Background: an optimization exercise with open tools, aiming at a short achievable clock period. Do not read the settings as production practice. Only simulation tests tie the RTL to the original design; equivalence was not proved. No activity file was given, so power comes from the tool's default toggle rates.

==> flow/design.v (outline; a module is shown in full before it is edited, if it fits) <==
// module qcv_alu: 28 lines
// module qcv_eq: 7 lines
// module qcv_wsel: 27 lines
// module qcv_lsel: 16 lines
// module qcv_ctl: 163 lines
// module qcv_decoder: 405 lines
// module qcv_mux2: 10 lines
// module qcv_inc4: 6 lines
// module qcv_predec: 148 lines
// module qcv_rfrd: 23 lines
// module qcv_dec5: 11 lines
// module qcv_rv32i_core: 443 lines
module qcv_rv32i_core (
    input  wire        clk_i,
    input  wire        rst_ni,
    input  wire [31:0] hart_id_i,
    input  wire [31:0] boot_addr_i,
    output wire        instr_req_o,
    input  wire        instr_gnt_i,
    input  wire        instr_rvalid_i,
    output wire [31:0] instr_addr_o,
    input  wire [31:0] instr_rdata_i,
    input  wire        instr_err_i,
    output wire        data_req_o,
    input  wire        data_gnt_i,
    input  wire        data_rvalid_i,
    output wire        data_we_o,
    output wire [3:0]  data_be_o,
    output wire [31:0] data_addr_o,
    output wire [31:0] data_wdata_o,
    input  wire [31:0] data_rdata_i,
    input  wire        data_err_i,
    output wire        irq_pending_o,
    output wire        core_busy_o
);
  // ...
==> flow/flow/run.sh <==
#!/bin/bash
# Layout flow: the standard ORFS flow (standard.sh: its synthesis,
# floorplan, placement, CTS and routing, all at the design's SDC), with
#  - the resizer's repair_timing asked to keep extra setup margin, so that it
#    keeps working on timing after the design meets the design's period;
#  - the port buffers inserted as plain buffers (buf_4) instead of delay cells.
# The full make output goes to flow_make.log in this folder.
set -euo pipefail
bash standard.sh SETUP_SLACK_MARGIN=9.5 "BUFFER_PORTS_ARGS=-buffer_cell sky130_fd_sc_hd__buf_4" finish > flow_make.log 2>&1
==> flow/standard.sh <==
#!/bin/bash
# synth_recipe.tcl (not shown) runs the flow's synth.tcl, then flattens the netlist and writes it again
# the make line also repeats each setting of config.mk as NAME=value (left out here)
make -C /OpenROAD-flow-scripts/flow DESIGN_CONFIG=/design/flow/config.mk WORK_HOME=/design/flow/orfs CLKGATE_MAP_FILE= SYNTH_SCRIPT=/design/flow/synth_recipe.tcl "${@:-finish}"
==> flow/config.mk <==
export PLATFORM = sky130hd
export DESIGN_NAME = qcv_rv32i_core
export DESIGN_NICKNAME = qcv_rv32i_core
export VERILOG_FILES = /design/flow/design.v
export SDC_FILE = /design/flow/constraint.sdc
export NUM_CORES = 8
export LEC_CHECK = 0
export ABC_CLOCK_PERIOD_IN_PS = 3000
export CAP_MARGIN = 20
export CORE_MARGIN = 2
export CORE_UTILIZATION = 40
export SLEW_MARGIN = 20
export SYNTH_HIERARCHICAL = 1
export SYNTH_MINIMUM_KEEP_SIZE = 0
==> flow/constraint.sdc <==
create_clock -name core_clock -period 13.0 [get_ports {clk_i}]
set_input_delay 2.6000 -clock core_clock [delete_from_list [all_inputs] [get_ports {clk_i}]]
set_output_delay 2.6000 -clock core_clock [all_outputs]
set_load 0.01 [all_outputs]
==> flow_summary.json, run 1 <==
{
  "p_comb_w": 0.0191,
  "drc": 0,
  "crit_family": "multiplexers",
  "die_w_um": 523,
  "diodes": 12,
  "grtUsageMet3": 0.0955,
  "grt_usage": 0.331,
  "dominant_cells": "sequential cells",
  "grt_pass1_vias": 81500,
  "gp_congestion": 0.995,
  "wl_per_cell_um": 36.8,
  "overflow": 0,
  "power_leakage_nw": 46.3,
  "outcome": "no timing/DRC/antenna violations",
  "netlist_area_um2": 108000,
  "path_max_fanout": 8,
  "min_to": "sa0_q[14]",
  "finalMaxSlewViolations": 0,
  "grt-busiest-layer": "met2",
  "inverters_excl_clock": 214,
  "hpwl_um": 279000,
  "synthCells": 8941,
  "path_class": "reg2reg",
  "fmax_mhz": 229,
  "hold_viol": 0,
  "grt_pass1_wl_um": 640000,
  "crit_chain": "buf_12 > buf_12 > buf_16 > mux2_4 > a22o_1 > a221oi_2 > nand4_1 > nor3_4 > nor2_1 > and2_4 > nand2_4 > buf_4 > buf_4 > nor3_1 > mux2_4 > mux2_8 > a22oi_1 > nand2_1",
  "drive_above_1_share": 0.260,
  "clock_latency_ns": 0.95,
  "r2r-end": "opa_q[1]",
  "p_int_w": 0.0195,
  "power_frac_comb": 0.528,
  "final-clk-cell-share": 0.0558
}
==> module qcv_wsel, before the edit <==
module qcv_wsel (
    input  wire [31:0] add_i,        
    input  wire [31:0] oth_i,        
    input  wire [31:0] csr_i,        
    input  wire [31:0] lrd_i,        
    input  wire [3:0]  mcd_i,        
    input  wire [4:0]  ma_i,         
    input  wire [4:0]  mb_i,
    input  wire [4:0]  mr_i,
    input  wire [31:0] opa_e_i, opb_e_i, rfb_e_i,
    output wire [31:0] cd_o,
    output wire [31:0] opa_o, opb_o, rfb_o
);
    function [31:0] sel;
        input [4:0]  m;
        input [31:0] e;
        begin
            sel = ({32{m[0]}} & add_i) | ({32{m[1]}} & oth_i) |
                  ({32{m[2]}} & csr_i) | ({32{m[3]}} & lrd_i) |
                  ({32{m[4]}} & e);
        end
    endfunction
    assign cd_o  = sel({1'b0, mcd_i}, 32'b0);
    assign opa_o = sel(ma_i, opa_e_i);
    assign opb_o = sel(mb_i, opb_e_i);
    assign rfb_o = sel(mr_i, rfb_e_i);
endmodule
==> module qcv_lsel, before the edit <==
module qcv_lsel #(
    parameter W = 1
) (
    input  wire         ls_wr_i,       
    input  wire         ls_wgwe_i,     
    input  wire         data_gnt_i,
    input  wire         data_rvalid_i,
    input  wire         data_err_i,
    input  wire [W-1:0] x0_i,          
    input  wire [W-1:0] x10_i,         
    input  wire [W-1:0] x11_i,         
    output wire [W-1:0] y_o
);
    wire resp = ls_wr_i ? data_rvalid_i : (ls_wgwe_i & data_gnt_i);
    assign y_o = resp ? (data_err_i ? x11_i : x10_i) : x0_i;
endmodule
==> module qcv_ctl, before the edit <==
module qcv_ctl (
    input  wire       v_i,           
    input  wire       vexc0_i,       
    input  wire       idf_i,         
    input  wire       rfwe_i,        
    input  wire       dreq_i,        
    input  wire       dwe_dec_i,     
    input  wire       ls_wgwe_i,     
    input  wire       ls_wgld_i,     
    input  wire       ls_wr_i,       
    input  wire       ireq_i,        
    input  wire [1:0] cnt_i,
    input  wire       wp_i,
    input  wire       rp_i,
    input  wire       fva0_i,
    input  wire       fva1_i,
    input  wire       os0_i,
    input  wire       os1_i,
    input  wire       dis0_i,
    input  wire       dis1_i,
    input  wire       f_va_i,        
    input  wire       f_exc_i,       
    input  wire       taken_i,       
    input  wire       fa_i,          
    input  wire       fb_i,          
    input  wire       fr_i,          
    input  wire       op_add_i,      
    input  wire       wsel_i,        
    input  wire       data_gnt_i,
    input  wire       data_rvalid_i,
    input  wire       data_err_i,
    input  wire       instr_gnt_i,
    input  wire       instr_rvalid_i,
    output wire       run_o,         
    output wire       ex_o,          
    output wire       exc_o,         
    output wire       flush_o,       
    output wire       we_lsu_o,      
    output wire       cw_o,          
    output wire [3:0] mcd_o,         
    output wire [4:0] ma_o,          
    output wire [4:0] mb_o,
    output wire [4:0] mr_o,
    output wire       lrv_o,         
    output wire       push_o,
    output wire       dofetch_o,
    output wire       shift_o,
    output wire       v_n_o,
    output wire       vexc0_n_o,
    output wire       wa_clr_o,      
    output wire       wa_ld_o,       
    output wire       idf_n_o,
    output wire [1:0] cnt_n_o,
    output wire       wp_n_o,
    output wire       rp_n_o,
    output wire       fva0_n_o,
    output wire       fva1_n_o,
    output wire       os0_n_o,
    output wire       os1_n_o,
    output wire       dis0_n_o,
    output wire       dis1_n_o,
    output wire       ireq_n_o,
    output wire       busy_n_o,
    output wire       ls_wgwe_n_o,
    output wire       ls_wgld_n_o,
    output wire       ls_wr_n_o
);
    localparam N = 42;
    wire vok   = v_i & ~vexc0_i;
    wire empty = (cnt_i == 2'd0);
    wire push    = instr_rvalid_i & ~dis0_i;
    wire dofetch = ireq_i & instr_gnt_i;
    wire shift   = instr_rvalid_i | dofetch;
    wire ls_idle   = ~ls_wgwe_i & ~ls_wgld_i & ~ls_wr_i;
    wire lsu_req   = ls_idle & vok & ~idf_i & dreq_i;
    wire ls_wgwe_n = (lsu_req & dwe_dec_i)  | (ls_wgwe_i & ~data_gnt_i);
    wire ls_wgld_n = (lsu_req & ~dwe_dec_i) | (ls_wgld_i & ~data_gnt_i);
    wire ls_wr_n   = (ls_wgld_i & data_gnt_i) | (ls_wr_i & ~data_rvalid_i);
    wire ls_busy_n = ls_wgwe_n | ls_wgld_n | ls_wr_n;
    function [N-1:0] cof;
        input [1:0] c;
        reg run, ex, exc, flush, we_lsu, cw, pop, idf_n, v_n, vexc0_n, wa_clr, wa_ld;
        reg [3:0] mcd;
        reg fa, fb, fr;
        reg [1:0] cnt_n;
        reg os0_n, os1_n, ireq_n, busy_n, wp_n, rp_n, fva0_n, fva1_n, dis0_n, dis1_n;
        begin
            case (c)
                2'd0: begin
                    run    = ~vexc0_i & ~idf_i;
                    ex     = vok & ~idf_i;
                    exc    = vexc0_i;
                    flush  = vexc0_i | (vok & ~idf_i & taken_i);
                    we_lsu = 1'b0;
                    cw     = vok & ~idf_i & rfwe_i;
                    idf_n  = ~flush & ~idf_i & ex & dreq_i;
                end
                2'd1: begin
                    run    = ~vexc0_i;
                    ex     = vok;
                    exc    = vexc0_i;
                    flush  = vexc0_i | (v_i & taken_i);
                    we_lsu = ls_wr_i;
                    cw     = ls_wr_i | (vok & rfwe_i);
                    idf_n  = ~flush & (idf_i | (ex & dreq_i));
                end
                default: begin
                    run    = ~vexc0_i & ~v_i;
                    ex     = 1'b0;
                    exc    = vexc0_i | v_i;
                    flush  = vexc0_i | v_i;
                    we_lsu = 1'b0;
                    cw     = 1'b0;
                    idf_n  = ~flush & idf_i;
                end
            endcase
            pop = ~empty & run;
            v_n     = ~flush & (run ? f_va_i : v_i);
            vexc0_n = ~flush & (run ? f_exc_i : vexc0_i);
            wa_clr  = flush;
            wa_ld   = ~flush & run & f_va_i;
            case ({push, pop})
                2'b01:   cnt_n = cnt_i - 2'd1;
                2'b10:   cnt_n = cnt_i + 2'd1;
                default: cnt_n = cnt_i;
            endcase
            if (flush) cnt_n = 2'd0;
            wp_n   = ~flush & (wp_i ^ push);
            rp_n   = ~flush & (rp_i ^ pop);
            fva0_n = ~flush & ((pop & ~rp_i) ? 1'b0 : ((push & ~wp_i) ? 1'b1 : fva0_i));
            fva1_n = ~flush & ((pop &  rp_i) ? 1'b0 : ((push &  wp_i) ? 1'b1 : fva1_i));
            dis0_n = flush | (shift ? dis1_i : dis0_i);
            dis1_n = flush | (~dofetch & dis1_i);
            os1_n  = ~flush & (dofetch | (~instr_rvalid_i & os0_i & os1_i));
            os0_n  = ~flush & (shift ? os1_i : os0_i);
            ireq_n = ~(cnt_n == 2'd2) & ~os1_n;
            busy_n = os0_n | os1_n | ireq_n | ls_busy_n;
            mcd = {we_lsu, ~we_lsu & wsel_i, ~we_lsu & ~wsel_i, ~we_lsu & ~wsel_i & op_add_i};
            fa = cw & fa_i;
            fb = cw & fb_i;
            fr = cw & fr_i;
            cof = {run, ex, exc, flush, we_lsu, cw, mcd,
                   ~fa, {4{fa}} & mcd, ~fb, {4{fb}} & mcd, ~fr, {4{fr}} & mcd,
                   v_n, vexc0_n, wa_clr, wa_ld, idf_n, cnt_n, wp_n, rp_n, fva0_n, fva1_n,
                   os0_n, os1_n, dis0_n, dis1_n, ireq_n, busy_n};
        end
    endfunction
    wire [N-1:0] y;
    qcv_lsel #(.W(N)) u_lsel (
        .ls_wr_i(ls_wr_i), .ls_wgwe_i(ls_wgwe_i),
        .data_gnt_i(data_gnt_i), .data_rvalid_i(data_rvalid_i), .data_err_i(data_err_i),
        .x0_i(cof(2'd0)), .x10_i(cof(2'd1)), .x11_i(cof(2'd2)), .y_o(y));
    assign {run_o, ex_o, exc_o, flush_o, we_lsu_o, cw_o, mcd_o, ma_o, mb_o, mr_o,
            v_n_o, vexc0_n_o, wa_clr_o, wa_ld_o, idf_n_o, cnt_n_o, wp_n_o, rp_n_o, fva0_n_o, fva1_n_o,
            os0_n_o, os1_n_o, dis0_n_o, dis1_n_o, ireq_n_o, busy_n_o} = y;
    assign lrv_o       = ls_wr_i & data_rvalid_i;
    assign push_o      = push;
    assign dofetch_o   = dofetch;
    assign shift_o     = shift;
    assign ls_wgwe_n_o = ls_wgwe_n;
    assign ls_wgld_n_o = ls_wgld_n;
    assign ls_wr_n_o   = ls_wr_n;
endmodule
==> module qcv_rv32i_core, before the edit <==
module qcv_rv32i_core (
    input  wire        clk_i,
    input  wire        rst_ni,
    input  wire [31:0] hart_id_i,
    input  wire [31:0] boot_addr_i,
    output wire        instr_req_o,
    input  wire        instr_gnt_i,
    input  wire        instr_rvalid_i,
    output wire [31:0] instr_addr_o,
    input  wire [31:0] instr_rdata_i,
    input  wire        instr_err_i,
    output wire        data_req_o,
    input  wire        data_gnt_i,
    input  wire        data_rvalid_i,
    output wire        data_we_o,
    output wire [3:0]  data_be_o,
    output wire [31:0] data_addr_o,
    output wire [31:0] data_wdata_o,
    input  wire [31:0] data_rdata_i,
    input  wire        data_err_i,
    output wire        irq_pending_o,
    output wire        core_busy_o
);
    localparam [31:0] MISA_VALUE = 32'h40000100;
    reg [31:0] frd0_q, frd1_q;      
    reg [31:0] fad0_q, fad1_q;      
    reg        fer0_q, fer1_q;      
    reg        fva0_q, fva1_q;      
    reg        wp_q, rp_q;
    reg [1:0]  cnt_q;
    reg [31:0] fa_q;                
    reg [31:0] sa0_q, sa1_q;        
    reg        sav0_q, sav1_q;      
    reg        os0_q, os1_q;        
    reg        dis0_q, dis1_q;      
    reg        ireqn_q;             
    reg        busyn_q;             
    reg [31:1] oa0_q, oa1_q;        
    reg [31:1] ob0_q, ob1_q;        
    reg        v_q;                 
    reg        vexc0_q;             
    reg [31:1] wa_oh_q;             
    reg        fe_q;                
    reg [31:0] pc_q;                
    reg        ill_q;
    reg        dreq_q;
    reg        dwe_dec_q;
    reg [1:0]  dtype_dec_q;
    reg        dsext_dec_q;
    reg        rfwe_q;
    reg        wsel_q;
    reg        jmp_q, br_eq_q, br_ne_q, br_al_q;
    reg [10:0] op_q;
    reg [1:0]  csr_op_q;
    reg [9:0]  csel_q;
    reg [7:0]  cwr_q;
    reg [31:0] opa_q, opb_q, rfb_q;
    reg        idf_q;               
    reg        rst_req_q;
    reg        ls_wg_q;             
    reg        ls_wgwe_q, ls_wgld_q, ls_wr_q;  
    reg        dwe_q;
    reg [3:0]  dbe_q;
    reg [29:0] daddr_q;
    reg [31:0] dwdata_q;
    reg [1:0]  dtype_q;
    reg        dsext_q;
    reg [1:0]  doff_q;
    reg [31:0] lrd_q;
    reg        lrdv_q;
    reg [31:0] rf_q [1:31];
    reg [31:1] rfv_q;
    reg [31:1] pwo_q;               
    reg [31:0] pd_q;
    reg [31:0] mstatus_q, mie_q, mip_q, mtvec_q, mscratch_q, mepc_q, mcause_q, mtval_q;
    reg [6:0]  cv_q;                
    reg [31:0] hart_q;
    reg        exc_q;               
    reg [2:0]  cause_q;
    wire        p0_ill, p0_dreq, p0_dwe, p0_dsext, p0_rfwe, p0_wsel, p0_jmp, p0_beq, p0_bne, p0_bal;
    wire        p1_ill, p1_dreq, p1_dwe, p1_dsext, p1_rfwe, p1_wsel, p1_jmp, p1_beq, p1_bne, p1_bal;
    wire [1:0]  p0_dtype, p1_dtype, p0_cop, p1_cop;
    wire [10:0] p0_op, p1_op;
    wire [9:0]  p0_csel, p1_csel;
    wire [7:0]  p0_cwr, p1_cwr;
    wire [4:0]  p0_wa, p1_wa;
    wire [31:1] p0_waoh, p1_waoh;
    wire [4:0]  p0_ra, p1_ra, p0_rb, p1_rb;    
    wire        p0_rena, p1_rena, p0_renb, p1_renb;
    wire        p0_arf, p1_arf, p0_apc, p1_apc, p0_bimm, p1_bimm;
    wire [4:0]  p0_ac, p1_ac;
    wire [31:0] p0_imm, p1_imm;
    qcv_predec u_pd0 (
        .instr_i(frd0_q), .ill_o(p0_ill), .dreq_o(p0_dreq), .dwe_o(p0_dwe), .dtype_o(p0_dtype),
        .dsext_o(p0_dsext), .rfwe_o(p0_rfwe), .wsel_o(p0_wsel), .jmp_o(p0_jmp), .br_eq_o(p0_beq),
        .br_ne_o(p0_bne), .br_al_o(p0_bal), .op_o(p0_op), .csr_op_o(p0_cop), .csel_o(p0_csel),
        .cwr_o(p0_cwr), .wa_o(p0_wa), .wa_oh_o(p0_waoh), .ra_o(p0_ra), .rb_o(p0_rb), .rena_o(p0_rena), .renb_o(p0_renb),
        .a_rf_o(p0_arf), .a_pc_o(p0_apc), .a_const_o(p0_ac), .b_imm_o(p0_bimm), .imm_o(p0_imm));
    qcv_predec u_pd1 (
        .instr_i(frd1_q), .ill_o(p1_ill), .dreq_o(p1_dreq), .dwe_o(p1_dwe), .dtype_o(p1_dtype),
        .dsext_o(p1_dsext), .rfwe_o(p1_rfwe), .wsel_o(p1_wsel), .jmp_o(p1_jmp), .br_eq_o(p1_beq),
        .br_ne_o(p1_bne), .br_al_o(p1_bal), .op_o(p1_op), .csr_op_o(p1_cop), .csel_o(p1_csel),
        .cwr_o(p1_cwr), .wa_o(p1_wa), .wa_oh_o(p1_waoh), .ra_o(p1_ra), .rb_o(p1_rb), .rena_o(p1_rena), .renb_o(p1_renb),
        .a_rf_o(p1_arf), .a_pc_o(p1_apc), .a_const_o(p1_ac), .b_imm_o(p1_bimm), .imm_o(p1_imm));
    wire        empty  = (cnt_q == 2'd0);
    wire        f_va   = (rp_q ? fva1_q : fva0_q) & ~empty;
    wire [31:0] f_ad   = rp_q ? fad1_q  : fad0_q;
    wire        f_er   = rp_q ? fer1_q  : fer0_q;
    wire        h_ill  = rp_q ? p1_ill  : p0_ill;
    wire        h_dreq = rp_q ? p1_dreq : p0_dreq;
    wire        h_dwe  = rp_q ? p1_dwe  : p0_dwe;
    wire [1:0]  h_dtype= rp_q ? p1_dtype: p0_dtype;
    wire        h_dsext= rp_q ? p1_dsext: p0_dsext;
    wire        h_rfwe = rp_q ? p1_rfwe : p0_rfwe;
    wire        h_wsel = rp_q ? p1_wsel : p0_wsel;
    wire        h_jmp  = rp_q ? p1_jmp  : p0_jmp;
    wire        h_beq  = rp_q ? p1_beq  : p0_beq;
    wire        h_bne  = rp_q ? p1_bne  : p0_bne;
    wire        h_bal  = rp_q ? p1_bal  : p0_bal;
    wire [10:0] h_op   = rp_q ? p1_op   : p0_op;
    wire [1:0]  h_cop  = rp_q ? p1_cop  : p0_cop;
    wire [9:0]  h_csel = rp_q ? p1_csel : p0_csel;
    wire [7:0]  h_cwr  = rp_q ? p1_cwr  : p0_cwr;
    wire [31:1] h_waoh = rp_q ? p1_waoh : p0_waoh;
    wire [31:0] add, alu_oth;
    wire        eq;
    qcv_alu u_alu (.op_i(op_q), .a_i(opa_q), .b_i(opb_q), .add_o(add), .oth_o(alu_oth));
    qcv_eq  u_eq  (.a_i(opa_q), .b_i(opb_q), .eq_o(eq));
    wire        taken = jmp_q | br_al_q | (br_eq_q & eq) | (br_ne_q & ~eq);
    wire        run, ex, exc, flush, we_lsu, cw, lrv, push, dofetch, shift;
    wire [3:0]  mcd;
    wire [4:0]  ma, mb, mr;
    wire        v_n, vexc0_n, wa_clr, wa_ld, idf_n, wp_n, rp_n, fva0_n, fva1_n;
    wire        os0_n, os1_n, dis0_n, dis1_n, ireq_n, busy_n, ls_wgwe_n, ls_wgld_n, ls_wr_n;
    wire [1:0]  cnt_n;
    wire        ls_idle = ~ls_wgwe_q & ~ls_wgld_q & ~ls_wr_q;
    wire        h_fa, h_fb, h_fr;
    qcv_ctl u_ctl (
        .v_i(v_q), .vexc0_i(vexc0_q), .idf_i(idf_q), .rfwe_i(rfwe_q), .dreq_i(dreq_q),
        .dwe_dec_i(dwe_dec_q), .ls_wgwe_i(ls_wgwe_q), .ls_wgld_i(ls_wgld_q), .ls_wr_i(ls_wr_q),
        .ireq_i(~ireqn_q), .cnt_i(cnt_q), .wp_i(wp_q), .rp_i(rp_q), .fva0_i(fva0_q), .fva1_i(fva1_q),
        .os0_i(os0_q), .os1_i(os1_q), .dis0_i(dis0_q), .dis1_i(dis1_q),
        .f_va_i(f_va), .f_exc_i(f_va & (f_er | h_ill)), .taken_i(taken),
        .fa_i(h_fa), .fb_i(h_fb), .fr_i(h_fr), .op_add_i(op_q[0]), .wsel_i(wsel_q),
        .data_gnt_i(data_gnt_i), .data_rvalid_i(data_rvalid_i), .data_err_i(data_err_i),
        .instr_gnt_i(instr_gnt_i), .instr_rvalid_i(instr_rvalid_i),
        .run_o(run), .ex_o(ex), .exc_o(exc), .flush_o(flush), .we_lsu_o(we_lsu), .cw_o(cw),
        .mcd_o(mcd), .ma_o(ma), .mb_o(mb), .mr_o(mr), .lrv_o(lrv), .push_o(push), .dofetch_o(dofetch),
        .shift_o(shift),
        .v_n_o(v_n), .vexc0_n_o(vexc0_n), .wa_clr_o(wa_clr), .wa_ld_o(wa_ld), .idf_n_o(idf_n),
        .cnt_n_o(cnt_n), .wp_n_o(wp_n), .rp_n_o(rp_n), .fva0_n_o(fva0_n), .fva1_n_o(fva1_n),
        .os0_n_o(os0_n), .os1_n_o(os1_n), .dis0_n_o(dis0_n), .dis1_n_o(dis1_n),
        .ireq_n_o(ireq_n), .busy_n_o(busy_n),
        .ls_wgwe_n_o(ls_wgwe_n), .ls_wgld_n_o(ls_wgld_n), .ls_wr_n_o(ls_wr_n));
    wire [31:0] mstatus_v  = {32{cv_q[0]}} & mstatus_q;
    wire [31:0] mie_v      = {32{cv_q[1]}} & mie_q;
    wire [31:0] mscratch_v = {32{cv_q[2]}} & mscratch_q;
    wire [31:0] mepc_v     = {32{cv_q[3]}} & mepc_q;
    wire [31:0] mcause_v   = {32{cv_q[4]}} & mcause_q;
    wire [31:0] mtval_v    = {32{cv_q[5]}} & mtval_q;
    wire [31:0] mip_v      = {32{cv_q[6]}} & mip_q;
    wire [31:0] csr_rdata = ({32{csel_q[0]}} & mstatus_v) |
                            ({32{csel_q[1]}} & MISA_VALUE) |
                            ({32{csel_q[2]}} & mie_v) |
                            ({32{csel_q[3]}} & mtvec_q) |
                            ({32{csel_q[4]}} & mscratch_v) |
                            ({32{csel_q[5]}} & mepc_v) |
                            ({32{csel_q[6]}} & mcause_v) |
                            ({32{csel_q[7]}} & mtval_v) |
                            ({32{csel_q[8]}} & mip_v) |
                            ({32{csel_q[9]}} & hart_q);
    wire [31:0] csr_wd = (csr_op_q == 2'b01) ? opa_q :
                         (csr_op_q == 2'b10) ? (csr_rdata | opa_q) :
                         (csr_op_q == 2'b11) ? (csr_rdata & ~opa_q) : csr_rdata;
    wire [31:0] lrd_v  = {32{lrdv_q}} & lrd_q;
    wire [31:0] cd, opa_n, opb_n, rfb_n;
    wire [991:0] rf_flat;
    genvar gj;
    generate
        for (gj = 1; gj < 32; gj = gj + 1) begin : g_flat
            assign rf_flat[gj*32-32 +: 32] = rf_q[gj];
        end
    endgenerate
    wire [31:1] h_oa   = rp_q ? oa1_q   : oa0_q;
    wire [31:1] h_ob   = rp_q ? ob1_q   : ob0_q;
    wire        h_rena = rp_q ? p1_rena : p0_rena;
    wire        h_renb = rp_q ? p1_renb : p0_renb;
    wire        h_arf  = rp_q ? p1_arf  : p0_arf;
    wire        h_apc  = rp_q ? p1_apc  : p0_apc;
    wire [4:0]  h_ac   = rp_q ? p1_ac   : p0_ac;
    wire        h_bimm = rp_q ? p1_bimm : p0_bimm;
    wire [31:0] h_imm  = rp_q ? p1_imm  : p0_imm;
    wire [31:0] va, vb;
    wire        ca, cb;
    qcv_rfrd u_rd_a (.oh_i(h_oa), .en_i(h_rena), .rf_i(rf_flat), .rfv_i(rfv_q), .pwo_i(pwo_q),
                     .pd_i(pd_q), .wa_oh_i(wa_oh_q), .val_o(va), .chit_o(ca));
    qcv_rfrd u_rd_b (.oh_i(h_ob), .en_i(h_renb), .rf_i(rf_flat), .rfv_i(rfv_q), .pwo_i(pwo_q),
                     .pd_i(pd_q), .wa_oh_i(wa_oh_q), .val_o(vb), .chit_o(cb));
    wire [31:0] opa_e = h_arf ? va : h_apc ? f_ad : {27'b0, h_ac};
    wire [31:0] opb_e = h_bimm ? h_imm : vb;
    wire [31:0] rfb_e = vb;
    assign h_fa = h_arf & ca;
    assign h_fb = ~h_bimm & cb;
    assign h_fr = cb;
    qcv_wsel u_wsel (
        .add_i(add), .oth_i(alu_oth), .csr_i(csr_rdata), .lrd_i(lrd_v),
        .mcd_i(mcd), .ma_i(ma), .mb_i(mb), .mr_i(mr),
        .opa_e_i(opa_e), .opb_e_i(opb_e), .rfb_e_i(rfb_e),
        .cd_o(cd), .opa_o(opa_n), .opb_o(opb_n), .rfb_o(rfb_n));
    always @(posedge clk_i or negedge rst_ni) begin
        if (!rst_ni) begin
            v_q     <= 1'b0;
            vexc0_q <= 1'b0;
            wa_oh_q <= 31'b0;
        end else begin
            v_q     <= v_n;
            vexc0_q <= vexc0_n;
            if (wa_clr)     wa_oh_q <= 31'b0;
            else if (wa_ld) wa_oh_q <= h_waoh;
        end
    end
    always @(posedge clk_i) begin
        if (run) begin
            fe_q        <= f_er;
            pc_q        <= f_ad;
            ill_q       <= h_ill;
            dreq_q      <= h_dreq;
            dwe_dec_q   <= h_dwe;
            dtype_dec_q <= h_dtype;
            dsext_dec_q <= h_dsext;
            rfwe_q      <= h_rfwe;
            wsel_q      <= h_wsel;
            jmp_q       <= h_jmp;
            br_eq_q     <= h_beq;
            br_ne_q     <= h_bne;
            br_al_q     <= h_bal;
            op_q        <= h_op;
            csr_op_q    <= h_cop;
            csel_q      <= h_csel;
            cwr_q       <= h_cwr;
            opa_q       <= opa_n;
            opb_q       <= opb_n;
            rfb_q       <= rfb_n;
        end
    end
    always @(posedge clk_i or negedge rst_ni) begin
        if (!rst_ni) idf_q <= 1'b0;
        else         idf_q <= idf_n;
    end
    always @(posedge clk_i or negedge rst_ni) begin
        if (!rst_ni) rst_req_q <= 1'b1;
        else         rst_req_q <= 1'b0;
    end
    wire [31:0] fa4, pc_next, fa_f, fa_n;
    qcv_inc4 u_inc4 (.a_i(fa_q), .y_o(fa4));
    qcv_mux2 #(.W(32)) u_pcn (.s_i(exc), .a_i(add), .b_i(mtvec_q), .y_o(pc_next));
    qcv_mux2 #(.W(32)) u_faf (.s_i(dofetch), .a_i(fa_q), .b_i(fa4), .y_o(fa_f));
    qcv_mux2 #(.W(32)) u_fan (.s_i(flush), .a_i(fa_f), .b_i(pc_next), .y_o(fa_n));
    always @(posedge clk_i or negedge rst_ni) begin
        if (!rst_ni) begin
            fva0_q <= 1'b0;
            fva1_q <= 1'b0;
            wp_q   <= 1'b0;
            rp_q   <= 1'b0;
            cnt_q  <= 2'd0;
            fa_q   <= 32'b0;
            os0_q  <= 1'b0;
            os1_q  <= 1'b0;
            dis0_q <= 1'b0;
            dis1_q <= 1'b0;
            sav0_q <= 1'b0;
            sav1_q <= 1'b0;
            ireqn_q <= 1'b0;
            busyn_q <= 1'b0;
        end else begin
            cnt_q  <= cnt_n;
            ireqn_q <= ~ireq_n;
            busyn_q <= ~busy_n;
            os0_q  <= os0_n;
            os1_q  <= os1_n;
            fva0_q <= fva0_n;
            fva1_q <= fva1_n;
            wp_q   <= wp_n;
            rp_q   <= rp_n;
            dis0_q <= dis0_n;
            dis1_q <= dis1_n;
            fa_q   <= fa_n;
            if (shift)   sav0_q <= sav1_q;
            if (dofetch) sav1_q <= 1'b1;
        end
    end
    always @(posedge clk_i) begin
        if (shift)   sa0_q <= sa1_q;
        if (dofetch) sa1_q <= fa_q;
    end
    wire [31:0] sa0_v = {32{sav0_q}} & sa0_q;
    wire [31:1] in_oa, in_ob;
    qcv_dec5 u_dia (.a_i(instr_rdata_i[19:15]), .oh_o(in_oa));
    qcv_dec5 u_dib (.a_i(instr_rdata_i[24:20]), .oh_o(in_ob));
    always @(posedge clk_i) begin
        if (push && !wp_q) begin
            oa0_q  <= in_oa;
            ob0_q  <= in_ob;
            frd0_q <= instr_rdata_i;
            fad0_q <= sa0_v;
            fer0_q <= instr_err_i;
        end
        if (push && wp_q) begin
            oa1_q  <= in_oa;
            ob1_q  <= in_ob;
            frd1_q <= instr_rdata_i;
            fad1_q <= sa0_v;
            fer1_q <= instr_err_i;
        end
    end
    wire [1:0] aoff = add[1:0];
    wire [3:0] be_calc = (dtype_dec_q == 2'b01) ? (4'b0001 << aoff) :
                         (dtype_dec_q == 2'b10) ? (4'b0011 << aoff) :
                         (dtype_dec_q == 2'b11) ? 4'b1111 : 4'b0000;
    always @(posedge clk_i or negedge rst_ni) begin
        if (!rst_ni) begin
            ls_wg_q   <= 1'b0;
            ls_wgwe_q <= 1'b0;
            ls_wgld_q <= 1'b0;
            ls_wr_q   <= 1'b0;
        end else begin
            ls_wg_q   <= ls_wgwe_n | ls_wgld_n;
            ls_wgwe_q <= ls_wgwe_n;
            ls_wgld_q <= ls_wgld_n;
            ls_wr_q   <= ls_wr_n;
        end
    end
    always @(posedge clk_i or negedge rst_ni) begin
        if (!rst_ni) begin
            daddr_q  <= 30'b0;
            dbe_q    <= 4'b0;
            dwdata_q <= 32'b0;
            dwe_q    <= 1'b0;
        end else if (ls_idle) begin
            daddr_q  <= add[31:2];
            dbe_q    <= be_calc;
            dwdata_q <= rfb_q << {aoff, 3'b000};
            dwe_q    <= dwe_dec_q;
        end
    end
    always @(posedge clk_i) begin
        if (ls_idle) begin
            dtype_q  <= dtype_dec_q;
            dsext_q  <= dsext_dec_q;
            doff_q   <= aoff;
        end
    end
    wire [31:0] rd_sh = data_rdata_i >> {doff_q, 3'b000};
    reg  [31:0] lrd_n;
    always @(*) begin
        case (dtype_q)
            2'b01:   lrd_n = dsext_q ? {{24{rd_sh[7]}}, rd_sh[7:0]} : {24'b0, rd_sh[7:0]};
            2'b10:   lrd_n = dsext_q ? {{16{rd_sh[15]}}, rd_sh[15:0]} : {16'b0, rd_sh[15:0]};
            2'b11:   lrd_n = data_rdata_i;
            default: lrd_n = 32'b0;
        endcase
    end
    always @(posedge clk_i) begin
        if (lrv) lrd_q <= lrd_n;
    end
    always @(posedge clk_i or negedge rst_ni) begin
        if (!rst_ni)  lrdv_q <= 1'b0;
        else if (lrv) lrdv_q <= 1'b1;
    end
    always @(posedge clk_i or negedge rst_ni) begin
        if (!rst_ni) pwo_q <= 31'b0;
        else         pwo_q <= {31{cw}} & wa_oh_q;
    end
    always @(posedge clk_i) pd_q <= cd;
    genvar gi;
    generate
        for (gi = 1; gi < 32; gi = gi + 1) begin : g_rf
            always @(posedge clk_i) begin
                if (pwo_q[gi]) rf_q[gi] <= pd_q;
            end
            always @(posedge clk_i or negedge rst_ni) begin
                if (!rst_ni)        rfv_q[gi] <= 1'b0;
                else if (pwo_q[gi]) rfv_q[gi] <= 1'b1;
            end
        end
    endgenerate
    wire [7:0] cwe = {8{ex}} & cwr_q;    
    always @(posedge clk_i) hart_q <= hart_id_i;
    always @(posedge clk_i or negedge rst_ni) begin
        if (!rst_ni) begin
            exc_q   <= 1'b0;
            cause_q <= 3'd0;
            cv_q    <= 7'b0;
        end else begin
            exc_q   <= exc;
            cause_q <= fe_q   ? 3'd1 :
                       ill_q  ? 3'd2 :
                       ls_wr_q ? 3'd5 : 3'd7;
            if (exc_q | cwe[0]) cv_q[0] <= 1'b1;
            if (cwe[1])         cv_q[1] <= 1'b1;
            if (cwe[3])         cv_q[2] <= 1'b1;
            if (exc_q | cwe[4]) cv_q[3] <= 1'b1;
            if (exc_q | cwe[5]) cv_q[4] <= 1'b1;
            if (exc_q | cwe[6]) cv_q[5] <= 1'b1;
            if (cwe[7])         cv_q[6] <= 1'b1;
        end
    end
    always @(posedge clk_i) begin
        if (exc_q)
            mstatus_q <= {mstatus_v[31:13], 2'b11, mstatus_v[10:8], mstatus_v[3],
                          mstatus_v[6:4], 1'b0, mstatus_v[2:0]};
        else if (cwe[0])
            mstatus_q <= csr_wd;
        if (cwe[1]) mie_q <= csr_wd;
        if (rst_req_q)
            mtvec_q <= {boot_addr_i[31:2], 2'b00};
        else if (cwe[2])
            mtvec_q <= {csr_wd[31:2], 1'b0, csr_wd[0]};
        if (cwe[3]) mscratch_q <= csr_wd;
        if (exc_q)
            mepc_q <= {pc_q[31:1], 1'b0};
        else if (cwe[4])
            mepc_q <= {csr_wd[31:1], 1'b0};
        if (exc_q)
            mcause_q <= {29'b0, cause_q};
        else if (cwe[5])
            mcause_q <= csr_wd;
        if (exc_q)
            mtval_q <= pc_q;
        else if (cwe[6])
            mtval_q <= csr_wd;
        if (cwe[7]) mip_q <= csr_wd;
    end
    assign instr_req_o   = ~ireqn_q;
    assign instr_addr_o  = fa_q;
    assign data_req_o    = ls_wg_q;
    assign data_we_o     = dwe_q;
    assign data_be_o     = dbe_q;
    assign data_addr_o   = {daddr_q, 2'b00};
    assign data_wdata_o  = dwdata_q;
    assign irq_pending_o = 1'b0;
    assign core_busy_o   = ~busyn_q;
endmodule
==> inputs of run 2 (changes only) <==
--- a/flow/design.v
+++ b/flow/design.v
@@ -39,42 +39,71 @@
     input  wire [31:0] csr_i,        
     input  wire [31:0] lrd_i,        
     input  wire [3:0]  mcd_i,        
-    input  wire [4:0]  ma_i,         
-    input  wire [4:0]  mb_i,
-    input  wire [4:0]  mr_i,
+    input  wire [5:0]  ca_i,         
+    input  wire [5:0]  cb_i,
+    input  wire [5:0]  cr_i,
+    input  wire        fa_i, fb_i, fr_i,  
     input  wire [31:0] opa_e_i, opb_e_i, rfb_e_i,
+    input  wire [31:0] opa_q_i, opb_q_i, rfb_q_i,
     output wire [31:0] cd_o,
     output wire [31:0] opa_o, opb_o, rfb_o
 );
     function [31:0] sel;
-        input [4:0]  m;
+        input [5:0]  m;      
+        input        f;
         input [31:0] e;
+        input [31:0] q;
+        reg run, me;
         begin
-            sel = ({32{m[0]}} & add_i) | ({32{m[1]}} & oth_i) |
-                  ({32{m[2]}} & csr_i) | ({32{m[3]}} & lrd_i) |
-                  ({32{m[4]}} & e);
+            run = m[5];
+            me  = f ? m[4] : run;
+            sel = ({32{f & m[0]}} & add_i) | ({32{f & m[1]}} & oth_i) |
+                  ({32{f & m[2]}} & csr_i) | ({32{f & m[3]}} & lrd_i) |
+                  ({32{me}} & e) | ({32{~run}} & q);
         end
     endfunction
-    assign cd_o  = sel({1'b0, mcd_i}, 32'b0);
-    assign opa_o = sel(ma_i, opa_e_i);
-    assign opb_o = sel(mb_i, opb_e_i);
-    assign rfb_o = sel(mr_i, rfb_e_i);
+    assign cd_o  = ({32{mcd_i[0]}} & add_i) | ({32{mcd_i[1]}} & oth_i) |
+                   ({32{mcd_i[2]}} & csr_i) | ({32{mcd_i[3]}} & lrd_i);
+    assign opa_o = sel(ca_i, fa_i, opa_e_i, opa_q_i);
+    assign opb_o = sel(cb_i, fb_i, opb_e_i, opb_q_i);
+    assign rfb_o = sel(cr_i, fr_i, rfb_e_i, rfb_q_i);
+endmodule
+module qcv_lsel1 (
+    input  wire ls_wr_i,       
+    input  wire ls_wgwe_i,     
+    input  wire data_gnt_i,
+    input  wire data_rvalid_i,
+    input  wire data_err_i,
+    input  wire x0_i,          
+    input  wire x10_i,         
+    input  wire x11_i,         
+    output wire y_o
+);
+    wire resp = ls_wr_i ? data_rvalid_i : (ls_wgwe_i & data_gnt_i);
+    assign y_o = resp ? (data_err_i ? x11_i : x10_i) : x0_i;
 endmodule
 module qcv_lsel #(
     parameter W = 1
 ) (
-    input  wire         ls_wr_i,       
-    input  wire         ls_wgwe_i,     
+    input  wire         ls_wr_i,
+    input  wire         ls_wgwe_i,
     input  wire         data_gnt_i,
     input  wire         data_rvalid_i,
     input  wire         data_err_i,
-    input  wire [W-1:0] x0_i,          
-    input  wire [W-1:0] x10_i,         
-    input  wire [W-1:0] x11_i,         
+    input  wire [W-1:0] x0_i,
+    input  wire [W-1:0] x10_i,
+    input  wire [W-1:0] x11_i,
     output wire [W-1:0] y_o
 );
-    wire resp = ls_wr_i ? data_rvalid_i : (ls_wgwe_i & data_gnt_i);
-    assign y_o = resp ? (data_err_i ? x11_i : x10_i) : x0_i;
+    genvar gi;
+    generate
+        for (gi = 0; gi < W; gi = gi + 1) begin : g_b
+            qcv_lsel1 u_b (
+                .ls_wr_i(ls_wr_i), .ls_wgwe_i(ls_wgwe_i),
+                .data_gnt_i(data_gnt_i), .data_rvalid_i(data_rvalid_i), .data_err_i(data_err_i),
+                .x0_i(x0_i[gi]), .x10_i(x10_i[gi]), .x11_i(x11_i[gi]), .y_o(y_o[gi]));
+        end
+    endgenerate
 endmodule
 module qcv_ctl (
     input  wire       v_i,           
@@ -99,17 +128,20 @@
     input  wire       f_va_i,        
     input  wire       f_exc_i,       
     input  wire       taken_i,       
-    input  wire       fa_i,          
-    input  wire       fb_i,          
-    input  wire       fr_i,          
     input  wire       op_add_i,      
     input  wire       wsel_i,        
+    input  wire [7:0] cwr_i,         
     input  wire       data_gnt_i,
     input  wire       data_rvalid_i,
     input  wire       data_err_i,
     input  wire       instr_gnt_i,
     input  wire       instr_rvalid_i,
     output wire       run_o,         
+    output wire       run_a_o,       
+    output wire       run_b_o,
+    output wire       run_r_o,
+    output wire [2:0] fam_o,         
+    output wire [7:0] cwe_o,         
     output wire       ex_o,          
     output wire       exc_o,         
     output wire       flush_o,       
@@ -117,7 +149,7 @@
     output wire       cw_o,          
     output wire [3:0] mcd_o,         
     output wire [4:0] ma_o,          
-    output wire [4:0] mb_o,
+    output wire [4:0] mb_o,          
     output wire [4:0] mr_o,
     output wire       lrv_o,         
     output wire       push_o,
@@ -143,7 +175,7 @@
     output wire       ls_wgld_n_o,
     output wire       ls_wr_n_o
 );
-    localparam N = 42;
+    localparam N = 53;
     wire vok   = v_i & ~vexc0_i;
     wire empty = (cnt_i == 2'd0);
     wire push    = instr_rvalid_i & ~dis0_i;
@@ -159,7 +191,6 @@
         input [1:0] c;
         reg run, ex, exc, flush, we_lsu, cw, pop, idf_n, v_n, vexc0_n, wa_clr, wa_ld;
         reg [3:0] mcd;
-        reg fa, fb, fr;
         reg [1:0] cnt_n;
         reg os0_n, os1_n, ireq_n, busy_n, wp_n, rp_n, fva0_n, fva1_n, dis0_n, dis1_n;
         begin
@@ -214,23 +245,57 @@
             ireq_n = ~(cnt_n == 2'd2) & ~os1_n;
             busy_n = os0_n | os1_n | ireq_n | ls_busy_n;
             mcd = {we_lsu, ~we_lsu & wsel_i, ~we_lsu & ~wsel_i, ~we_lsu & ~wsel_i & op_add_i};
-            fa = cw & fa_i;
-            fb = cw & fb_i;
-            fr = cw & fr_i;
             cof = {run, ex, exc, flush, we_lsu, cw, mcd,
-                   ~fa, {4{fa}} & mcd, ~fb, {4{fb}} & mcd, ~fr, {4{fr}} & mcd,
+                   run & ~cw, {4{run & cw}} & mcd, run & ~cw, {4{run & cw}} & mcd,
+                   run & ~cw, {4{run & cw}} & mcd,
+                   flush & ~exc, flush & exc, ~flush, {8{ex}} & cwr_i,
                    v_n, vexc0_n, wa_clr, wa_ld, idf_n, cnt_n, wp_n, rp_n, fva0_n, fva1_n,
                    os0_n, os1_n, dis0_n, dis1_n, ireq_n, busy_n};
         end
     endfunction
-    wire [N-1:0] y;
-    qcv_lsel #(.W(N)) u_lsel (
+    wire [N-1:0] c0 = cof(2'd0), c1 = cof(2'd1), c2 = cof(2'd2);
+    wire [5:0]  ya, yb, yr;
+    wire [11:0] yd;
+    wire [13:0] yf;
+    wire [12:0] ys;
+    qcv_lsel #(.W(6)) u_ls_a (
         .ls_wr_i(ls_wr_i), .ls_wgwe_i(ls_wgwe_i),
         .data_gnt_i(data_gnt_i), .data_rvalid_i(data_rvalid_i), .data_err_i(data_err_i),
-        .x0_i(cof(2'd0)), .x10_i(cof(2'd1)), .x11_i(cof(2'd2)), .y_o(y));
-    assign {run_o, ex_o, exc_o, flush_o, we_lsu_o, cw_o, mcd_o, ma_o, mb_o, mr_o,
-            v_n_o, vexc0_n_o, wa_clr_o, wa_ld_o, idf_n_o, cnt_n_o, wp_n_o, rp_n_o, fva0_n_o, fva1_n_o,
-            os0_n_o, os1_n_o, dis0_n_o, dis1_n_o, ireq_n_o, busy_n_o} = y;
+        .x0_i({c0[52], c0[42:38]}), .x10_i({c1[52], c1[42:38]}), .x11_i({c2[52], c2[42:38]}), .y_o(ya));
+    qcv_lsel #(.W(6)) u_ls_b (
+        .ls_wr_i(ls_wr_i), .ls_wgwe_i(ls_wgwe_i),
+        .data_gnt_i(data_gnt_i), .data_rvalid_i(data_rvalid_i), .data_err_i(data_err_i),
+        .x0_i({c0[52], c0[37:33]}), .x10_i({c1[52], c1[37:33]}), .x11_i({c2[52], c2[37:33]}), .y_o(yb));
+    qcv_lsel #(.W(6)) u_ls_r (
+        .ls_wr_i(ls_wr_i), .ls_wgwe_i(ls_wgwe_i),
+        .data_gnt_i(data_gnt_i), .data_rvalid_i(data_rvalid_i), .data_err_i(data_err_i),
+        .x0_i({c0[52], c0[32:28]}), .x10_i({c1[52], c1[32:28]}), .x11_i({c2[52], c2[32:28]}), .y_o(yr));
+    qcv_lsel #(.W(12)) u_ls_d (
+        .ls_wr_i(ls_wr_i), .ls_wgwe_i(ls_wgwe_i),
+        .data_gnt_i(data_gnt_i), .data_rvalid_i(data_rvalid_i), .data_err_i(data_err_i),
+        .x0_i({c0[52], c0[48:47], c0[46:43], c0[51:50], c0[49], c0[16:15]}),
+        .x10_i({c1[52], c1[48:47], c1[46:43], c1[51:50], c1[49], c1[16:15]}),
+        .x11_i({c2[52], c2[48:47], c2[46:43], c2[51:50], c2[49], c2[16:15]}), .y_o(yd));
+    qcv_lsel #(.W(14)) u_ls_f (
+        .ls_wr_i(ls_wr_i), .ls_wgwe_i(ls_wgwe_i),
+        .data_gnt_i(data_gnt_i), .data_rvalid_i(data_rvalid_i), .data_err_i(data_err_i),
+        .x0_i({c0[49], c0[27:17], c0[14:13]}), .x10_i({c1[49], c1[27:17], c1[14:13]}),
+        .x11_i({c2[49], c2[27:17], c2[14:13]}), .y_o(yf));
+    qcv_lsel #(.W(13)) u_ls_s (
+        .ls_wr_i(ls_wr_i), .ls_wgwe_i(ls_wgwe_i),
+        .data_gnt_i(data_gnt_i), .data_rvalid_i(data_rvalid_i), .data_err_i(data_err_i),
+        .x0_i(c0[12:0]), .x10_i(c1[12:0]), .x11_i(c2[12:0]), .y_o(ys));
+    assign run_a_o = ya[5];
+    assign ma_o    = ya[4:0];
+    assign run_b_o = yb[5];
+    assign mb_o    = yb[4:0];
+    assign run_r_o = yr[5];
+    assign mr_o    = yr[4:0];
+    assign {run_o, we_lsu_o, cw_o, mcd_o, ex_o, exc_o, flush_o, v_n_o, vexc0_n_o} = yd;
+    wire   flush_f;
+    assign {flush_f, fam_o, cwe_o, wa_clr_o, wa_ld_o} = yf;
+    assign {idf_n_o, cnt_n_o, wp_n_o, rp_n_o, fva0_n_o, fva1_n_o,
+            os0_n_o, os1_n_o, dis0_n_o, dis1_n_o, ireq_n_o, busy_n_o} = ys;
     assign lrv_o       = ls_wr_i & data_rvalid_i;
     assign push_o      = push;
     assign dofetch_o   = dofetch;
@@ -660,6 +725,15 @@
 );
     assign y_o = a_i + 32'd4;
 endmodule
+module qcv_fasel (
+    input  wire [2:0]  m_i,          
+    input  wire [31:0] add_i,
+    input  wire [31:0] mtvec_i,
+    input  wire [31:0] f_i,
+    output wire [31:0] y_o
+);
+    assign y_o = ({32{m_i[2]}} & add_i) | ({32{m_i[1]}} & mtvec_i) | ({32{m_i[0]}} & f_i);
+endmodule
 module qcv_predec (
     input  wire [31:0] instr_i,
     output wire        ill_o,
@@ -973,6 +1047,9 @@
     wire        taken = jmp_q | br_al_q | (br_eq_q & eq) | (br_ne_q & ~eq);
     wire        run, ex, exc, flush, we_lsu, cw, lrv, push, dofetch, shift;
     wire [3:0]  mcd;
+    wire        run_a, run_b, run_r;
+    wire [2:0]  fam;
+    wire [7:0]  cwe;
     wire [4:0]  ma, mb, mr;
     wire        v_n, vexc0_n, wa_clr, wa_ld, idf_n, wp_n, rp_n, fva0_n, fva1_n;
     wire        os0_n, os1_n, dis0_n, dis1_n, ireq_n, busy_n, ls_wgwe_n, ls_wgld_n, ls_wr_n;
@@ -985,10 +1062,10 @@
         .ireq_i(~ireqn_q), .cnt_i(cnt_q), .wp_i(wp_q), .rp_i(rp_q), .fva0_i(fva0_q), .fva1_i(fva1_q),
         .os0_i(os0_q), .os1_i(os1_q), .dis0_i(dis0_q), .dis1_i(dis1_q),
         .f_va_i(f_va), .f_exc_i(f_va & (f_er | h_ill)), .taken_i(taken),
-        .fa_i(h_fa), .fb_i(h_fb), .fr_i(h_fr), .op_add_i(op_q[0]), .wsel_i(wsel_q),
+        .op_add_i(op_q[0]), .wsel_i(wsel_q), .cwr_i(cwr_q),
         .data_gnt_i(data_gnt_i), .data_rvalid_i(data_rvalid_i), .data_err_i(data_err_i),
         .instr_gnt_i(instr_gnt_i), .instr_rvalid_i(instr_rvalid_i),
-        .run_o(run), .ex_o(ex), .exc_o(exc), .flush_o(flush), .we_lsu_o(we_lsu), .cw_o(cw),
+        .run_o(run), .run_a_o(run_a), .run_b_o(run_b), .run_r_o(run_r), .fam_o(fam), .cwe_o(cwe), .ex_o(ex), .exc_o(exc), .flush_o(flush), .we_lsu_o(we_lsu), .cw_o(cw),
         .mcd_o(mcd), .ma_o(ma), .mb_o(mb), .mr_o(mr), .lrv_o(lrv), .push_o(push), .dofetch_o(dofetch),
         .shift_o(shift),
         .v_n_o(v_n), .vexc0_n_o(vexc0_n), .wa_clr_o(wa_clr), .wa_ld_o(wa_ld), .idf_n_o(idf_n),
@@ -1035,7 +1112,11 @@
     wire        h_bimm = rp_q ? p1_bimm : p0_bimm;
     wire [31:0] h_imm  = rp_q ? p1_imm  : p0_imm;
     wire [31:0] va, vb;
-    wire        ca, cb;
+    wire        ca, cb;    
+    wire ca0 = p0_rena & |(wa_oh_q & oa0_q);
+    wire ca1 = p1_rena & |(wa_oh_q & oa1_q);
+    wire cb0 = p0_renb & |(wa_oh_q & ob0_q);
+    wire cb1 = p1_renb & |(wa_oh_q & ob1_q);
     qcv_rfrd u_rd_a (.oh_i(h_oa), .en_i(h_rena), .rf_i(rf_flat), .rfv_i(rfv_q), .pwo_i(pwo_q),
                      .pd_i(pd_q), .wa_oh_i(wa_oh_q), .val_o(va), .chit_o(ca));
     qcv_rfrd u_rd_b (.oh_i(h_ob), .en_i(h_renb), .rf_i(rf_flat), .rfv_i(rfv_q), .pwo_i(pwo_q),
@@ -1043,12 +1124,14 @@
     wire [31:0] opa_e = h_arf ? va : h_apc ? f_ad : {27'b0, h_ac};
     wire [31:0] opb_e = h_bimm ? h_imm : vb;
     wire [31:0] rfb_e = vb;
-    assign h_fa = h_arf & ca;
-    assign h_fb = ~h_bimm & cb;
-    assign h_fr = cb;
+    assign h_fa = rp_q ? (p1_arf & ca1) : (p0_arf & ca0);
+    assign h_fb = rp_q ? (~p1_bimm & cb1) : (~p0_bimm & cb0);
+    assign h_fr = rp_q ? cb1 : cb0;
     qcv_wsel u_wsel (
         .add_i(add), .oth_i(alu_oth), .csr_i(csr_rdata), .lrd_i(lrd_v),
-        .mcd_i(mcd), .ma_i(ma), .mb_i(mb), .mr_i(mr),
+        .mcd_i(mcd), .ca_i({run_a, ma}), .cb_i({run_b, mb}), .cr_i({run_r, mr}),
+        .fa_i(h_fa), .fb_i(h_fb), .fr_i(h_fr),
+        .opa_q_i(opa_q), .opb_q_i(opb_q), .rfb_q_i(rfb_q),
         .opa_e_i(opa_e), .opb_e_i(opb_e), .rfb_e_i(rfb_e),
         .cd_o(cd), .opa_o(opa_n), .opb_o(opb_n), .rfb_o(rfb_n));
     always @(posedge clk_i or negedge rst_ni) begin
@@ -1082,11 +1165,13 @@
             csr_op_q    <= h_cop;
             csel_q      <= h_csel;
             cwr_q       <= h_cwr;
-            opa_q       <= opa_n;
-            opb_q       <= opb_n;
-            rfb_q       <= rfb_n;
         end
     end
+    always @(posedge clk_i) begin
+        opa_q <= opa_n;
+        opb_q <= opb_n;
+        rfb_q <= rfb_n;
+    end
     always @(posedge clk_i or negedge rst_ni) begin
         if (!rst_ni) idf_q <= 1'b0;
         else         idf_q <= idf_n;
@@ -1095,11 +1180,10 @@
         if (!rst_ni) rst_req_q <= 1'b1;
         else         rst_req_q <= 1'b0;
     end
-    wire [31:0] fa4, pc_next, fa_f, fa_n;
+    wire [31:0] fa4, fa_f, fa_n;
     qcv_inc4 u_inc4 (.a_i(fa_q), .y_o(fa4));
-    qcv_mux2 #(.W(32)) u_pcn (.s_i(exc), .a_i(add), .b_i(mtvec_q), .y_o(pc_next));
     qcv_mux2 #(.W(32)) u_faf (.s_i(dofetch), .a_i(fa_q), .b_i(fa4), .y_o(fa_f));
-    qcv_mux2 #(.W(32)) u_fan (.s_i(flush), .a_i(fa_f), .b_i(pc_next), .y_o(fa_n));
+    qcv_fasel u_fan (.m_i(fam), .add_i(add), .mtvec_i(mtvec_q), .f_i(fa_f), .y_o(fa_n));
     always @(posedge clk_i or negedge rst_ni) begin
         if (!rst_ni) begin
             fva0_q <= 1'b0;
@@ -1228,7 +1312,6 @@
             end
         end
     endgenerate
-    wire [7:0] cwe = {8{ex}} & cwr_q;    
     always @(posedge clk_i) hart_q <= hart_id_i;
     always @(posedge clk_i or negedge rst_ni) begin
         if (!rst_ni) begin
--- a/flow/flow/run.sh
+++ b/flow/flow/run.sh
@@ -6,4 +6,4 @@
 #  - the port buffers inserted as plain buffers (buf_4) instead of delay cells.
 # The full make output goes to flow_make.log in this folder.
 set -euo pipefail
-bash standard.sh SETUP_SLACK_MARGIN=9.5 "BUFFER_PORTS_ARGS=-buffer_cell sky130_fd_sc_hd__buf_4" finish > flow_make.log 2>&1
+bash standard.sh SETUP_SLACK_MARGIN=10 "BUFFER_PORTS_ARGS=-buffer_cell sky130_fd_sc_hd__buf_4" finish > flow_make.log 2>&1
==> run 2 against run 1 <==
- now fails the layout checks on capacitance limit, slew limit
- wire length is 11% higher
- final cell count is 5.9% higher
- clock skew is 0.025 ns higher
- via count is 11% higher
- hold slack better by 0.010 ns
- synthesized cell count is 4.1% higher
- register-to-register slack better by 0.38 ns
- die area is 1.1% higher
- critical path type is now reg2out
- largest power group unchanged
==> flow_summary.json, run 2 <==
{
  "outcome": "complete, but fails checks",
  "check.faults": "capacitance limit, slew limit",
  "top_register": "rf_q",
  "hpwl_um": 292000,
  "slew-limit-headroom": -0.00799,
  "syn_to_final_growth_pct": 26.5,
  "row_count": 191,
  "ant_nets": 0,
  "yosys_warnings": 12,
  "clock_latency_ns": 0.98,
  "drv_cap": 1,
  "first_iter_violations": 19400,
  "clockRootBuffer": "clkbuf_16",
  "power_leakage_nw": 50.7,
  "finalMaxSlewViolations": 6,
  "ir_worst_vdd_v": 0.000198,
  "ios": 241,
  "crit_chain": "buf_6",
  "fin_tns_setup_ns": 0,
  "path_max_fanout": 2,
  "powerDensity_nw_per_um2": 276,
  "num_vias": 96200,
  "wirelength_um": 528000,
  "netlist_area_um2": 109000,
  "largest_register_ffs": 992,
  "vias_per_cell": 7.04,
  "cts_num_sinks": 2063,
  "cts_buffers": 223,
  "dr.pass1.iters": 14,
  "die_w_um": 526,
  "io_buffers": 235,
  "holdWs_ns": 0.423,
  "dieArea_um2": 276000,
  "worstPathRequired_ns": 10.40,
  "dp_slack_ns": 7.34,
  "min_period_over_period": 0.321,
  "htreeDepth": 4,
  "synthCells": 9310,
  "path_buf_inv": 1,
  "crit_family": "flip-flops",
  "fmax_mhz": 239,
  "core-area_um2": 271000,
  "final_cell_area_um2": 138000,
  "skew_ns": 0.137,
  "worst_ep_arrival_time_ns": 1.58,
  "overflow": 0,
  "grt_pass1_vias": 89300,
  "wl_per_cell_um": 38.7,
  "gp_congestion": 1.02,
  "tritoncts": "built",
  "avgSynthCellArea_um2": 11.7,
  "rsz0062_at_grt": "yes",
  "path_clk_slew_ns": 0.06,
  "grt_pass1_wl_um": 706000,
  "hold_viol": 0,
  "fin_nets": 10200,
  "antenna_found_initial": 29,
  "endpoint_kind": "primary output",
  "path_class": "reg2out",
  "die_h_um": 526,
  "grt_usage": 0.361,
  "layout_commonest_cell": "edfxtp_1",
  "critPathMaxStageDelay_ns": 0.50,
  "start_util": 0.402,
  "critPathLaunchType": "flip-flop",
  "hp-class": "reg2reg",
  "worst_slack_ns": 8.82,
  "drc": 0,
  "dpl-instance-area_um2": 113000,
  "worst_slew_pin_slew_ns": 1.50,
  "post-route-util": 0.509,
  "layout_common_cells": "edfxtp_1 (1,644), a22oi_1 (946), nand2_1 (708), buf_4 (634), buf_6 (326)",
  "crit_slowest_cell": "dfrtp_2",
  "grt_max_degree": 88,
  "clock_path_buffers": 4,
  "finalSetupViolCount": 0,
  "drive_above_1_share": 0.339,
  "fin_crit_ns": 4.18
}
run 2: cell types whose count changed in the layout (fill, tap and decap cells not counted), sizes merged, moves of 18 or more:
cell    change
edfxtp     -96
nand2      +68
dfxtp      +96
o21ai      +37
a32oi      +18
buf       +338
and2       +47
a22o       +74
a211oi     +30
a222oi     +39
nand3      +37
nand4      +22
a22oi      -27
run 2: routing by layer:
layer	share of wire	GRT usage	up-vias
met3	0.17	0.166	2193
met2	0.39	0.491	8985
met1	0.35	0.457	47700
met5	0.0018	0.00848	-
met4	0.080	0.231	54
li1	-	-	37300
run 2: final timing paths:
path | cells past startpoint | startpoint | end | slack (ns)
min in group asynchronous | 1 | rst_ni | cv_q[2] | 1.60
max in group asynchronous | 3 | rst_ni | pwo_q[23] | 10.24
worst min register to register | 0 | sa1_q[21] | sa0_q[21] | 0.42
worst max register to register | 17 | rp_q | opa_q[31] | 9.01
worst max-delay path | 1 | dwdata_q[17] | data_wdata_o[17] | 8.82
worst min-delay path | 0 | sa1_q[21] | sa0_q[21] | 0.42
run 2: layout make-up:
type	instances	area [um^2]
antenna	17	42.5
timing repair inverter	2	15.0
multi-input combinational	6147	51800
inverter	226	895
sequential	2063	59100
fill	22700	133000
clock inverter	114	1080
timing repair buffer	1222	14100
clock buffer	293	6170
tap	3570	4470
run 2: where the power goes:
part	total [W]	switching (W)	internal, W
registers	0.0107	0.00160	0.00911
clock network	0.00645	0.00277	0.00368
logic	0.0209	0.0134	0.00741
total	0.0380	0.0178	0.0202
run 2: timing repair:
action,in CTS,in global routing
buffers inserted,501,161
hold buffers,0,0
gates cloned,162,18
resized for setup,1358,499
endpoints found under the hold margin,0,0
pin swaps,345,246
setup endpoints to repair,1419,1185
run 2: metrics by stage:
stage          power, W  cells
2_1_floorplan    0.0185   9366
3_3_place_gp     0.0248  12400
3_5_place_dp     0.0250  12400
4_1_cts          0.0353  13500
5_1_grt          0.0383  13600
6_report         0.0380  13700
==> inputs of run 3 (changes only) <==
--- a/flow/design.v
+++ b/flow/design.v
@@ -1218,10 +1218,13 @@
         end
     end
     always @(posedge clk_i) begin
-        if (shift)   sa0_q <= sa1_q;
-        if (dofetch) sa1_q <= fa_q;
+        sa0_q <= sa0_n;
+        sa1_q <= sa1_n;
     end
     wire [31:0] sa0_v = {32{sav0_q}} & sa0_q;
+    wire [31:0] sa0_n, sa1_n;
+    qcv_mux2 #(.W(32)) u_sa0 (.s_i(shift),   .a_i(sa0_q), .b_i(sa1_q), .y_o(sa0_n));
+    qcv_mux2 #(.W(32)) u_sa1 (.s_i(dofetch), .a_i(sa1_q), .b_i(fa_q),  .y_o(sa1_n));
     wire [31:1] in_oa, in_ob;
     qcv_dec5 u_dia (.a_i(instr_rdata_i[19:15]), .oh_o(in_oa));
     qcv_dec5 u_dib (.a_i(instr_rdata_i[24:20]), .oh_o(in_ob));
@@ -1258,19 +1261,12 @@
             ls_wr_q   <= ls_wr_n;
         end
     end
-    always @(posedge clk_i or negedge rst_ni) begin
-        if (!rst_ni) begin
-            daddr_q  <= 30'b0;
-            dbe_q    <= 4'b0;
-            dwdata_q <= 32'b0;
-            dwe_q    <= 1'b0;
-        end else if (ls_idle) begin
-            daddr_q  <= add[31:2];
-            dbe_q    <= be_calc;
-            dwdata_q <= rfb_q << {aoff, 3'b000};
-            dwe_q    <= dwe_dec_q;
-        end
-    end
+    wire [66:0] dreq_n;
+    qcv_mux2 #(.W(67)) u_dreq (.s_i(ls_idle),
+        .a_i({daddr_q, dbe_q, dwdata_q, dwe_q}),
+        .b_i({add[31:2], be_calc, rfb_q << {aoff, 3'b000}, dwe_dec_q}),
+        .y_o(dreq_n));
+    always @(posedge clk_i) {daddr_q, dbe_q, dwdata_q, dwe_q} <= dreq_n;
     always @(posedge clk_i) begin
         if (ls_idle) begin
             dtype_q  <= dtype_dec_q;
--- a/flow/config.mk
+++ b/flow/config.mk
@@ -6,9 +6,9 @@
 export NUM_CORES = 8
 export LEC_CHECK = 0
 export ABC_CLOCK_PERIOD_IN_PS = 3000
-export CAP_MARGIN = 20
+export CAP_MARGIN = 40
 export CORE_MARGIN = 2
 export CORE_UTILIZATION = 40
-export SLEW_MARGIN = 20
+export SLEW_MARGIN = 40
 export SYNTH_HIERARCHICAL = 1
 export SYNTH_MINIMUM_KEEP_SIZE = 0
==> run 3 against run 2 <==
- the run now finishes clean
- global-route usage shrank 0.18 points
- total power up 2.8%
- highest routed layer unchanged
- synthesized cell count shrank 0.49%
- critical endpoint is now instr_addr_o[29]
- final cell count about the same
- design area up 0.15%
- core utilization rose by 0.078 points
- maximum frequency is 0.29% higher
- clock skew fell by 0.029 ns
- wire length is 0.22% lower
- register-to-register slack gained 0.09 ns
- die area is essentially flat
==> flow_summary.json, run 3 <==
{
  "worst_slew_pin_slew_ns": 1.12,
  "cp.depth": 1,
  "vias_per_cell": 6.99,
  "antenna_found_initial": 49,
  "dpl-instance-area_um2": 114000,
  "slew-limit-headroom": 0.256,
  "hold_viol": 0,
  "cts_num_sinks": 2063,
  "io_buffers": 235,
  "crit_family": "flip-flops",
  "yosys_warnings": 12,
  "grt_pass1_wl_um": 703000,
  "grt_usage": 0.359,
  "fin_nets": 10100,
  "powerDensity_nw_per_um2": 283,
  "syn_to_final_growth_pct": 26.7,
  "drc": 0,
  "drv_cap": 0,
  "synthCells": 9264,
  "dr.pass1.iters": 13,
  "grt_pass1_vias": 87500,
  "rsz0062_at_grt": "yes",
  "gp_congestion": 1.04,
  "path_buf_inv": 1,
  "ir_worst_vdd_v": 0.000185,
  "avgSynthCellArea_um2": 11.8,
  "layoutNonFillerInstCount": 13600,
  "path_clk_slew_ns": 0.07,
  "htreeDepth": 4,
  "path_class": "reg2out",
  "core-area_um2": 271000,
  "fmax_mhz": 240,
  "crit_chain": "buf_6",
  "wirelength_um": 527000,
  "reg2reg_depth": 16,
  "ant_nets": 0,
  "outcome": "no timing/DRC/antenna violations",
  "critPathLaunchType": "flip-flop",
  "dieArea_um2": 276000,
  "num_vias": 95300,
  "top_register": "rf_q",
  "timing.rr.start": "op_q[1]",
  "endpoint_kind": "primary output",
  "critPathMaxStageDelay_ns": 0.48,
  "cts_hold_buf": 0,
  "largest_register_ffs": 992,
  "finalMaxSlewViolations": 0,
  "tritoncts": "built",
  "die_w_um": 526,
  "crit_slowest_cell": "dfrtp_2",
  "hp-class": "reg2reg",
  "power_leakage_nw": 51.2,
  "clockRootBuffer": "clkbuf_16",
  "layout_common_cells": "edfxtp_1 (1,580), a22oi_1 (987), buf_4 (640), nand2_1 (581), mux2_4 (327)",
  "start_util": 0.402,
  "ios": 241,
  "finalSetupViolCount": 0,
  "row_count": 191,
  "netlist_area_um2": 109000,
  "r2r-end": "pd_q[30]",
  "r2r_setup_slack_ns": 9.10,
  "startpoint": "fa_q[29]",
  "fin_tns_setup_ns": 0,
  "wl_per_cell_um": 38.6,
  "dpl.cell_count": 12400,
  "worstPathRequired_ns": 10.40,
  "post-route-util": 0.509,
  "clock_path_buffers": 4,
  "first_iter_violations": 18400,
  "skew_ns": 0.108,
  "whs_path_depth": 0,
  "worst_ep_arrival_time_ns": 1.56,
  "hpwl_um": 301000,
  "die_h_um": 526,
  "layout_commonest_cell": "edfxtp_1",
  "grt_max_degree": 80,
  "path_max_fanout": 2,
  "overflow": 0,
  "holdWs_ns": 0.435,
  "fillerInstances": 22900,
  "multiInputGateArea_um2": 52400,
  "clock_latency_ns": 0.95,
  "fin_crit_ns": 4.16,
  "endpoint": "instr_addr_o[29]",
  "final_cell_area_um2": 138000,
  "seqCellArea_um2": 58300,
  "cts_buffers": 227,
  "min_period_over_period": 0.320,
  "drive_above_1_share": 0.357
}
-- run 3: per-layer routing --
| metal | GRT usage | routed length, um | vias to the layer above |
|---|---|---|---|
| li1 | - | - | 37100 |
| met1 | 0.457 | 187000 | 47200 |
| met2 | 0.496 | 212000 | 8647 |
| met3 | 0.150 | 85300 | 2260 |
| met4 | 0.233 | 43100 | 36 |
| met5 | 0.00831 | 556 | - |
-- run 3: cell type report --
cell class / instances / share of cell area
inverters: 221 / 0.00632
well taps: 3570 / 0.0324
diodes: 32 / 0.000581
flip-flops and latches: 2063 / 0.422
multi-input cells: 6107 / 0.380
clock buffers: 304 / 0.0461
repair buffers: 1236 / 0.104
clock inverters: 113 / 0.00838
-- run 3: report_power, final --
group	internal (W)	switching, W
combinational	0.00805	0.0137
clock	0.00382	0.00283
sequential	0.00914	0.00155
-- run 3: worst min path at each step --
stage	start	to	slack (ns)
after floorplan	dsext_dec_q	dsext_q	0.40
after global placement	dsext_dec_q	dsext_q	0.41
after detailed placement	dsext_dec_q	dsext_q	0.42
after CTS	dsext_dec_q	dsext_q	0.43
after global routing	dsext_dec_q	dsext_q	0.45
final	dsext_dec_q	dsext_q	0.44
-- run 3: repair_timing --
item	in CTS	in global routing
setup endpoints to repair	1320	920
resized for setup	1339	455
pin swaps	277	273
gates cloned	137	30
setup buffers	491	165
-- run 3: stage by stage --
| step | setup WS [ns] | total power, W |
|---|---|---|
| floorplan | 7.81 | 0.0188 |
| global placement | 7.47 | 0.0253 |
| detailed placement | 7.43 | 0.0257 |
| CTS | 8.82 | 0.0363 |
| global route | 8.83 | 0.0393 |
| finish | 8.84 | 0.0391 |

[separate check: timing with driven ports]
No port has a modelled driver above. Below, the same layouts with a new extraction and two added sets of constraints.
Step 1 sets driving cells, clkbuf_16 on the clock port and buf_2 on the other inputs (assumed; they add their load-dependent delay and slew).
Step 2, shift: input delay + t, output delay - t, t = (earliest + latest rising clock arrival at the registers) / 2. This alone moves slack from input paths to output paths.
Three values: ideal ports, drivers, drivers and shift; two values: the first two.
| run | shift t [ns] | slack for setup (ns) | worst setup path at the end | worst slew at a driven data input, ns |
|---|---|---|---|---|
| run 1 | 0.998 | 8.627 / 8.627 / 8.093 | input to register | 0.25 |
| run 2 | 1.008 | 8.824 / 8.724 / 7.868 | input to register | 0.66 |
| run 3 | 1.008 | 8.836 / 8.728 / 8.041 | input to register | 0.56 |
For run 2, which loses most, drivers alone change the setup slack by -0.100 ns; drivers and shift together by -0.956 ns.
